This design comes from an exercise in tuning for small area on the open sky130 flow, not from production work.
Where RTL was checked, it was by simulation tests only, not by an equivalence proof against the original.
Power is estimated from default activity; no workload was simulated.

// top_module
module top_module (
    input clk,
    input rst,
    input echo1, echo2,
    output trigger1, trigger2,
    output tx
);
    wire [8:0] d1, d2;
    wire rdy1, rdy2;
    ultrasonic_sensor sensor_tono (
        .clk(clk), .rst(rst), .echo(echo1), .trigger(trigger1),
        .distance_cm(d1), .distance_ready(rdy1)
    );
    ultrasonic_sensor sensor_volumen (
        .clk(clk), .rst(rst), .echo(echo2), .trigger(trigger2),
        .distance_cm(d2), .distance_ready(rdy2)
    );
    function [5:0] kmap(input [8:0] d);
        kmap = (d < 5) ? 6'd0 : (d > 60) ? 6'd55 : d - 5;
    endfunction
    function [4:0] ncap(input [5:0] k);
        begin
            ncap[0] = (k == 6'd2) |
                (k == 6'd3) |
                (k == 6'd6) |
                (k == 6'd7) |
                (k == 6'd10) |
                (k == 6'd13) |
                (k == 6'd14) |
                (k == 6'd17) |
                (k == 6'd18) |
                (k == 6'd21) |
                (k == 6'd24) |
                (k == 6'd25) |
                (k == 6'd28) |
                (k == 6'd29) |
                (k == 6'd32) |
                (k == 6'd35) |
                (k == 6'd36) |
                (k == 6'd39) |
                (k == 6'd40) |
                (k == 6'd43) |
                (k == 6'd46) |
                (k == 6'd47) |
                (k == 6'd50) |
                (k == 6'd51) |
                (k == 6'd54);
            ncap[1] = (k == 6'd2) |
                (k == 6'd3) |
                (k == 6'd4) |
  ...
Size in the first run: ~7 I/O pins, ~0.0037 sq mm of cells after synthesis.
export LEC_CHECK = 0
export ABC_AREA = 1
export CAP_MARGIN = 20
export CORE_MARGIN = 2
export CORE_UTILIZATION = 40
export SLEW_MARGIN = 20
create_clock -name core_clock -period 30.0 [get_ports {clk}]
standard.sh (not shown) runs the stock make flow with config.mk's settings and CLKGATE_MAP_FILE= SYNTH_SCRIPT=/design/flow/synth_recipe.tcl, a recipe that flattens the netlist after the stock synthesis.
==> flow/flow/run.sh <==
#!/bin/bash
# Own layout flow: the standard synthesis, then its combinational logic re-mapped
# for area (registers untouched), then the standard ORFS steps with a smaller
# clock tree (no dummy loads).
set -euo pipefail
HERE=$(pwd)
LIB=$FLOW_HOME/platforms/sky130hd/lib/sky130_fd_sc_hd__tt_025C_1v80.lib
R=$HERE/orfs/results/sky130hd/top_module/base

bash standard.sh synth > 1_standard_synth.log 2>&1
cp $R/1_2_yosys.v $HERE/1_2_yosys.standard.v

python3 flow/comblib.py $LIB $HERE/comb.lib > comblib.log 2>&1
bash flow/resynth.sh $HERE/1_2_yosys.standard.v $HERE/1_2_yosys.resynth.v $LIB $HERE/comb.lib flow/dontuse.txt flow/deepsyn.abc > resynth.log 2>&1
rm -f $HERE/comb.lib

cp $HERE/1_2_yosys.resynth.v $R/1_2_yosys.v
rm -f $R/1_synth.odb $R/1_synth.sdc
bash standard.sh synth > 1_synth_odb.log 2>&1

CTS="-sink_clustering_enable -repair_clock_nets -dont_use_dummy_load"
if [[ -f flow/cts_args ]]; then CTS=$(cat flow/cts_args); fi
EXTRA=()
if [[ -f flow/make_args ]]; then mapfile -t EXTRA < flow/make_args; fi
bash standard.sh "CTS_ARGS=$CTS" "${EXTRA[@]}" finish > finish.log 2>&1
==> flow/flow/cts_args <==
-sink_clustering_enable -repair_clock_nets -dont_use_dummy_load -buf_list sky130_fd_sc_hd__clkbuf_8 -sink_clustering_size 50 -sink_clustering_max_diameter 100
Other scripts of this flow, unchanged in this note and not shown: flow/flow/comblib.py, flow/flow/deepsyn.abc, flow/flow/dontuse.txt, flow/flow/make_args, flow/flow/resynth.sh
==> next run, changes <==
==> flow/flow/cts_args (replaced) <==
-sink_clustering_enable -repair_clock_nets -dont_use_dummy_load -buf_list sky130_fd_sc_hd__clkbuf_4 -sink_clustering_size 50 -sink_clustering_max_diameter 100
CORE_UTILIZATION = 65   (was 40)
PLACE_DENSITY = 0.8   (was default)
- The changed run finished clean
- global-route usage grows by 8.9 points
- worst setup slack got worse by 52 ps
- sequential share of layout area increases by 1.2 points
Function was not checked in any run of this note: the RTL went through the layout flow alone.

========
top_module, a different RTL version from the one above (not shown whole).
Size in the first run: roughly 7 I/O pins.
clock: 30.0 ns
lec_check: 0
abc_area: 1
cap_margin: 20
core_margin: 2
core_utilization: 40
slew_margin: 20
==> flow/flow/run.sh <==
#!/bin/bash
# Own layout flow: the standard synthesis, then its combinational logic re-mapped
# for area (registers untouched), then the standard ORFS steps with a smaller
# clock tree (no dummy loads).
set -euo pipefail
HERE=$(pwd)
LIB=$FLOW_HOME/platforms/sky130hd/lib/sky130_fd_sc_hd__tt_025C_1v80.lib
R=$HERE/orfs/results/sky130hd/top_module/base

bash standard.sh synth > 1_standard_synth.log 2>&1
cp $R/1_2_yosys.v $HERE/1_2_yosys.standard.v

python3 flow/comblib.py $LIB $HERE/comb.lib > comblib.log 2>&1
bash flow/resynth.sh $HERE/1_2_yosys.standard.v $HERE/1_2_yosys.resynth.v $LIB $HERE/comb.lib flow/dontuse.txt > resynth.log 2>&1
rm -f $HERE/comb.lib

cp $HERE/1_2_yosys.resynth.v $R/1_2_yosys.v
rm -f $R/1_synth.odb $R/1_synth.sdc
bash standard.sh synth > 1_synth_odb.log 2>&1

CTS="-sink_clustering_enable -repair_clock_nets -dont_use_dummy_load"
if [[ -f flow/cts_args ]]; then CTS=$(cat flow/cts_args); fi
EXTRA=()
if [[ -f flow/make_args ]]; then mapfile -t EXTRA < flow/make_args; fi
bash standard.sh "CTS_ARGS=$CTS" "${EXTRA[@]}" finish > finish.log 2>&1
==> flow/flow/resynth.sh <==
#!/bin/bash
# resynth.sh IN.v OUT.v LIB COMBLIB DONTUSE
# Re-maps the combinational logic of a mapped netlist for area; register cells
# are kept as they are (same instances, names and cell types). ABC's &deepsyn
# is run with several seeds in parallel and the smallest result is kept.
set -euo pipefail
IN=$1; OUT=$2; LIB=$3; CLIB=$4
DU=$(sed 's/^/-dont_use /' $5 | tr '\n' ' ')
SEEDS=${RESYNTH_SEEDS:-"0 1 2 3 4 5 6 7"}
JOBS=${RESYNTH_JOBS:-${NUM_CORES:-4}}
T=${RESYNTH_TIME:-90}
for S in $SEEDS; do
  # seeds alternate between two mappers, and between plain and two-input-LUT deepsyn
  if (( S % 2 )); then MAP="amap"; else MAP="map -a"; fi
  if (( (S / 2) % 2 )); then OPT="-t"; else OPT=""; fi
  printf 'strash\n&get -n\n&deepsyn -T %s -S %s %s\n&put\ndch -f\n%s\n' $T $S "$OPT" "$MAP" > resynth_s$S.abc
  yosys -p "
read_liberty -lib $LIB
read_liberty -overwrite -ignore_miss_func $CLIB
read_verilog $IN
hierarchy -check -top top_module
flatten
opt_clean -purge
abc -liberty $LIB $DU -script resynth_s$S.abc
opt_clean -purge
hilomap -singleton -hicell sky130_fd_sc_hd__conb_1 HI -locell sky130_fd_sc_hd__conb_1 LO
splitnets
opt_clean -purge
insbuf -buf sky130_fd_sc_hd__buf_4 A X
rename -enumerate
write_verilog -noattr -nohex -nodec resynth_s$S.v
" > resynth_s$S.log 2>&1 &
  while (( $(jobs -r | wc -l) >= JOBS )); do sleep 1; done
done
wait
BEST=""; BA=""
for S in $SEEDS; do
  [[ -s resynth_s$S.v ]] || continue
  A=$(yosys -p "read_liberty -lib $LIB; read_verilog resynth_s$S.v; hierarchy -check -top top_module; check -assert -mapped; stat -liberty $LIB" 2>&1 | tee resynth_s$S.check.log | grep "Chip area" | awk '{print $NF}')
  grep -q "Found and reported 0 problems" resynth_s$S.check.log || continue
  echo "seed $S area $A"
  if [[ -z "$BA" ]] || awk "BEGIN{exit !($A < $BA)}"; then BA=$A; BEST=$S; fi
done
if [[ -z "$BEST" ]]; then
  echo "no re-mapped netlist passed its check; keeping the standard one"
  cp $IN $OUT
else
  echo "best seed $BEST area $BA"
  cp resynth_s$BEST.v $OUT
fi
Other scripts of this flow, unchanged in this note and not shown: flow/flow/comblib.py, flow/flow/cts_args, flow/flow/dontuse.txt, flow/flow/make_args
Next try:
--- a/flow/flow/run.sh
+++ b/flow/flow/run.sh
@@ -14 +14 @@
-bash flow/resynth.sh $HERE/1_2_yosys.standard.v $HERE/1_2_yosys.resynth.v $LIB $HERE/comb.lib flow/dontuse.txt > resynth.log 2>&1
+RESYNTH_SEEDS="0 1 2 3 4 5 6 7 8 9 10 11 12 13 14 15" RESYNTH_TIME=120 bash flow/resynth.sh $HERE/1_2_yosys.standard.v $HERE/1_2_yosys.resynth.v $LIB $HERE/comb.lib flow/dontuse.txt > resynth.log 2>&1
--- a/flow/flow/resynth.sh
+++ b/flow/flow/resynth.sh
@@ -10 +10,2 @@
-JOBS=${RESYNTH_JOBS:-${NUM_CORES:-4}}
+JOBS=${RESYNTH_JOBS:-4}
+RUNNING=0
@@ -33 +34,2 @@
-  while (( $(jobs -r | wc -l) >= JOBS )); do sleep 1; done
+  RUNNING=$((RUNNING + 1))
+  if (( RUNNING >= JOBS )); then wait -n || true; RUNNING=$((RUNNING - 1)); fi
--- a/flow/config.mk
+++ b/flow/config.mk
@@ -11,0 +12 @@
+export GPL_TIMING_DRIVEN = 0
Outcome: The changed run passed the timing, design-rule and antenna checks; wire length shrinks by 0.53%; count of clock-buffer cells in the layout does not change; sequential power barely changes.
Next try:
--- a/flow/flow/run.sh
+++ b/flow/flow/run.sh
@@ -14 +14 @@
-RESYNTH_SEEDS="0 1 2 3 4 5 6 7 8 9 10 11 12 13 14 15" RESYNTH_TIME=120 bash flow/resynth.sh $HERE/1_2_yosys.standard.v $HERE/1_2_yosys.resynth.v $LIB $HERE/comb.lib flow/dontuse.txt > resynth.log 2>&1
+bash flow/resynth.sh $HERE/1_2_yosys.standard.v $HERE/1_2_yosys.resynth.v $LIB $HERE/comb.lib flow/dontuse.txt > resynth.log 2>&1
The changed run passed the timing, design-rule and antenna checks.
Worst setup slack improved by 120 ps.
Via count climbs by 1.8%.
Area after synthesis goes up by 0.66%.
Register-to-register slack gains 550 ps.
Wire length goes up by about 0.8%.
Power went down by 0.75%.
Clock skew came out lower by 7.2 ps.
Clock power goes down by about 2%.
Global-route usage hardly moves.
Core utilization hardly moves.
Next try:
--- a/flow/flow/run.sh
+++ b/flow/flow/run.sh
@@ -14 +14 @@
-bash flow/resynth.sh $HERE/1_2_yosys.standard.v $HERE/1_2_yosys.resynth.v $LIB $HERE/comb.lib flow/dontuse.txt > resynth.log 2>&1
+RESYNTH_SEEDS="$(seq -s " " 0 31)" RESYNTH_TIME=120 bash flow/resynth.sh $HERE/1_2_yosys.standard.v $HERE/1_2_yosys.resynth.v $LIB $HERE/comb.lib flow/dontuse.txt > resynth.log 2>&1
Total power went up by 0.75%; wire length goes down by 0.76%; clock power climbs by about 2%; via count shrinks by 1.8%.

-- static timing again, ports no longer ideal --
The flow's constraints put no driver on any port. The routed layouts listed below were extracted and timed again, unchanged, in two steps.
Step 1, drivers: a clkbuf_16 drives clk and a buf_2 each remaining input, both assumed.
Step 2 moves the port delays by t, midway between the first and last clock arrival at a register: inputs arrive t later, outputs are due t later. That takes back most of the time a late clock gives input paths.
Slacks: ideal / step 1 / step 2; pairs: ideal / step 1.
| run | shift t [ns] | setup WS [ns] | worst register clock-pin slew, ns | worst slew at a driven data input, ns |
|---|---|---|---|---|
| the first run of note 1 | 0.365 | 21.935 / 21.904 / 22.269 | 0.09 / 0.09 | 0.03 |
| the second run of note 1 | 0.414 | 21.883 / 21.858 / 22.272 | 0.12 / 0.12 | 0.03 |
| the first run of note 2 | 0.363 | 21.601 / 21.570 / 21.934 | 0.09 / 0.09 | 0.03 |
| the second run of note 2 | 0.364 | 21.497 / 21.469 / 21.833 | 0.09 / 0.09 | 0.03 |
| the third run of note 2 | 0.375 | 21.614 / 21.581 / 21.956 | 0.09 / 0.09 | 0.03 |
| the fourth run of note 2 | 0.364 | 21.497 / 21.469 / 21.833 | 0.09 / 0.09 | 0.03 |
After both steps every run listed still meets setup and hold.
